From an optimization exercise on the open Yosys and OpenROAD flow, aimed at small area; shortcuts taken in it are not production practice.
The RTL was checked by simulation tests, not by an equivalence proof against the original design.
No activity file was given, so power comes from the tool's default toggle rates.

==> flow/design.v (excerpt) <==
module elevator_top
(
input clk, reset, Dsensor, Emergency,
Dopen, Dclose,
F1, F2, F3, F4,
F1up, F2down, F2up,
F3down, F3up, F4down,
output [6:0] floordisp, 
output [6:0] statedisp, 
output emergencylight 
);
For scale: ~190 cells after synthesis, about 1100 um2 of cells after synthesis.
export LEC_CHECK = 0
export CAP_MARGIN = 20
export CORE_MARGIN = 2
export CORE_UTILIZATION = 30
export CTS_BUF_LIST = sky130_fd_sc_hd__clkbuf_4
export CTS_CLUSTER_DIAMETER = 100
export CTS_CLUSTER_SIZE = 30
export PLACE_DENSITY = 0.5
export SLEW_MARGIN = 20
create_clock -name core_clock -period 5.0 [get_ports {clk}]
standard.sh (not shown) runs the stock make flow with config.mk's settings and CLKGATE_MAP_FILE= SYNTH_SCRIPT=/design/flow/synth_recipe.tcl, a recipe that flattens the netlist after the stock synthesis.
==> flow/flow/run.sh <==
#!/bin/bash
# Layout flow: the standard synthesis, then the combinational logic between
# the standard synthesis's flip-flops is re-optimised for area with ABC
# (flip-flop instances, names and cell types are kept; eight tries with
# different ABC seeds, the smallest is used), then the standard flow from
# floorplan to finish.
set -euo pipefail
RES=$PWD/orfs/results/$FLOW_PLATFORM/elevator_top/base
bash standard.sh $RES/1_2_yosys.v > standard_synth.log 2>&1
cp $RES/1_2_yosys.v $RES/1_2_yosys_std.v
LIB=$FLOW_HOME/platforms/$FLOW_PLATFORM/lib/sky130_fd_sc_hd__tt_025C_1v80.lib
for s in 1 2 3 4 5 6 7 8; do
  sed -e "s#@SEED@#$s#g" flow/area.abc > area_$s.abc
  sed -e "s#@LIB@#$LIB#g" -e "s#@IN@#$RES/1_2_yosys_std.v#g" -e "s#@OUT@#$PWD/resynth_$s.v#g" \
      -e "s#@ABC@#$PWD/area_$s.abc#g" -e "s#@STAT@#$PWD/resynth_$s.stat#g" flow/resynth.ys > resynth_$s.ys
done
for s in 1 2 3 4 5 6 7 8; do
  (yosys -s resynth_$s.ys > resynth_$s.log 2>&1 || true) &
  if [ $s = 4 ]; then wait; fi
done
wait
# candidates: finished tries whose netlist holds only library cells
best=$(for s in 1 2 3 4 5 6 7 8; do
  a=$(grep -s 'Chip area' resynth_$s.stat | awk '{print $NF}')
  if [ -n "$a" ] && [ -s resynth_$s.v ] && ! grep -qE '^\s*\\\$' resynth_$s.v; then echo "$a $s"; fi
done | sort -g | head -1 | awk '{print $2}')
if [ -z "$best" ]; then
  echo "no usable resynthesis, keeping the standard netlist" > resynth_choice.txt
  cp $RES/1_2_yosys_std.v resynth_std.v
  best=std
else
  echo "using resynth_$best" > resynth_choice.txt
fi
cat resynth_*.stat | grep 'Chip area' >> resynth_choice.txt || true
cp resynth_$best.v $RES/1_2_yosys.v
# ports are buffered with the smallest buffer
bash standard.sh BUFFER_PORTS_ARGS="-buffer_cell sky130_fd_sc_hd__buf_1" CTS_ARGS="-sink_clustering_enable -sink_clustering_size 30 -sink_clustering_max_diameter 100 -buf_list sky130_fd_sc_hd__clkbuf_4 -root_buf sky130_fd_sc_hd__clkbuf_4 -dont_use_dummy_load -repair_clock_nets" finish > standard_finish.log 2>&1
==> flow/flow/area.abc <==
strash
&get -n
&deepsyn -T 60 -S @SEED@
&put
dch -f
amap
topo
Other scripts of this flow, unchanged in this note and not shown: flow/flow/resynth.ys
The starting point finished with timing, DRC and antenna clean.
Next try:
--- a/flow/flow/run.sh
+++ b/flow/flow/run.sh
@@ -3,3 +3,3 @@
 # the standard synthesis's flip-flops is re-optimised for area with ABC
-# (flip-flop instances, names and cell types are kept; eight tries with
+# (flip-flop instances, names and cell types are kept; thirty-two tries with
 # different ABC seeds, the smallest is used), then the standard flow from
@@ -11,3 +11,3 @@
 LIB=$FLOW_HOME/platforms/$FLOW_PLATFORM/lib/sky130_fd_sc_hd__tt_025C_1v80.lib
-for s in 1 2 3 4 5 6 7 8; do
+for s in $(seq 1 32); do
   sed -e "s#@SEED@#$s#g" flow/area.abc > area_$s.abc
@@ -16,5 +16,5 @@
 done
-for s in 1 2 3 4 5 6 7 8; do
+for s in $(seq 1 32); do
   (yosys -s resynth_$s.ys > resynth_$s.log 2>&1 || true) &
-  if [ $s = 4 ]; then wait; fi
+  if [ $((s % 8)) = 0 ]; then wait; fi
 done
@@ -22,3 +22,3 @@
 # candidates: finished tries whose netlist holds only library cells
-best=$(for s in 1 2 3 4 5 6 7 8; do
+best=$(for s in $(seq 1 32); do
   a=$(grep -s 'Chip area' resynth_$s.stat | awk '{print $NF}')
@@ -36,2 +36,2 @@
 # ports are buffered with the smallest buffer
-bash standard.sh BUFFER_PORTS_ARGS="-buffer_cell sky130_fd_sc_hd__buf_1" CTS_ARGS="-sink_clustering_enable -sink_clustering_size 30 -sink_clustering_max_diameter 100 -buf_list sky130_fd_sc_hd__clkbuf_4 -root_buf sky130_fd_sc_hd__clkbuf_4 -dont_use_dummy_load -repair_clock_nets" finish > standard_finish.log 2>&1
+bash standard.sh BUFFER_PORTS_ARGS="-buffer_cell sky130_fd_sc_hd__buf_1" finish > standard_finish.log 2>&1
==> flow/flow/area.abc (replaced) <==
strash
&get -n
&deepsyn -T 240 -S @SEED@
&put
dch -f
amap
topo
Result: Area after synthesis drops by a few percent. Power goes up by roughly a tenth. Design area drops by a few percent. Count of clock-buffer cells in the layout does not change. Global-route usage decreases by 0.15 points. Die area fell by a few percent. Cell count goes down slightly. Routed wire length fell by a few percent.
Next try:
--- a/flow/flow/run.sh
+++ b/flow/flow/run.sh
@@ -3,3 +3,3 @@
 # the standard synthesis's flip-flops is re-optimised for area with ABC
-# (flip-flop instances, names and cell types are kept; thirty-two tries with
+# (flip-flop instances, names and cell types are kept; eight tries with
 # different ABC seeds, the smallest is used), then the standard flow from
@@ -11,3 +11,3 @@
 LIB=$FLOW_HOME/platforms/$FLOW_PLATFORM/lib/sky130_fd_sc_hd__tt_025C_1v80.lib
-for s in $(seq 1 32); do
+for s in 1 2 3 4 5 6 7 8; do
   sed -e "s#@SEED@#$s#g" flow/area.abc > area_$s.abc
@@ -16,5 +16,5 @@
 done
-for s in $(seq 1 32); do
+for s in 1 2 3 4 5 6 7 8; do
   (yosys -s resynth_$s.ys > resynth_$s.log 2>&1 || true) &
-  if [ $((s % 8)) = 0 ]; then wait; fi
+  if [ $s = 4 ]; then wait; fi
 done
@@ -22,3 +22,3 @@
 # candidates: finished tries whose netlist holds only library cells
-best=$(for s in $(seq 1 32); do
+best=$(for s in 1 2 3 4 5 6 7 8; do
   a=$(grep -s 'Chip area' resynth_$s.stat | awk '{print $NF}')
@@ -36,2 +36,2 @@
 # ports are buffered with the smallest buffer
-bash standard.sh BUFFER_PORTS_ARGS="-buffer_cell sky130_fd_sc_hd__buf_1" finish > standard_finish.log 2>&1
+bash standard.sh BUFFER_PORTS_ARGS="-buffer_cell sky130_fd_sc_hd__buf_1" CTS_ARGS="-sink_clustering_enable -sink_clustering_size 50 -sink_clustering_max_diameter 500 -sink_clustering_levels 1 -buf_list sky130_fd_sc_hd__clkbuf_4 -root_buf sky130_fd_sc_hd__clkbuf_4 -repair_clock_nets" finish > standard_finish.log 2>&1
==> flow/flow/area.abc (replaced) <==
strash
&get -n
&deepsyn -T 60 -S @SEED@
&put
dch -f
amap
topo
=> Combinational power fell by 12%; wire length came out higher by 5.4%; critical path depth goes down by 1; register-to-register slack is worse by 0.78 ns; clock skew is about the same; global-route usage rose by 0.15 points; clock power fell by 8.3%; worst hold slack is better by 0.0075 ns; first-iteration DRC count came out higher by 4.7%; cell area increases by 3.3%; synthesized area goes up by 2.7%.
Next try:
--- a/flow/flow/run.sh
+++ b/flow/flow/run.sh
@@ -36,2 +36,2 @@
 # ports are buffered with the smallest buffer
-bash standard.sh BUFFER_PORTS_ARGS="-buffer_cell sky130_fd_sc_hd__buf_1" CTS_ARGS="-sink_clustering_enable -sink_clustering_size 50 -sink_clustering_max_diameter 500 -sink_clustering_levels 1 -buf_list sky130_fd_sc_hd__clkbuf_4 -root_buf sky130_fd_sc_hd__clkbuf_4 -repair_clock_nets" finish > standard_finish.log 2>&1
+bash standard.sh BUFFER_PORTS_ARGS="-buffer_cell sky130_fd_sc_hd__buf_1" finish > standard_finish.log 2>&1
=> The changed run finished clean; register-to-register slack is about the same; wire length stays the same; die area does not change; worst setup slack does not change.

-- separate check: timing with driven ports --
The results above use ideal ports. As a check the final layouts listed here were re-extracted and re-timed, cells and wires unchanged.
Step 1 assumes that a clkbuf_16 drives the clock port and a buf_2 every other input.
Step 2, shift: input delay + t, output delay - t, t = (earliest + latest rising clock arrival at the registers) / 2. This alone moves slack from input paths to output paths.
Slacks: no drivers / after step 1 / after step 2; pairs: no drivers / after step 1.
run	shift t [ns]	slack for setup (ns)	clock arrival spread, ns
the first run	0.291	0.991 / 0.991 / 0.857	0.001 / 0.001
the second run	0.302	0.976 / 0.979 / 0.677	0.002 / 0.002
the third run	0.291	0.991 / 0.991 / 0.857	0.001 / 0.001
the fourth run	0.291	0.991 / 0.991 / 0.857	0.001 / 0.001
After both steps setup and hold are still met in every run listed. The setup slack of the second run, which loses most, moves by +0.003 ns with the drivers and by -0.299 ns with both steps.
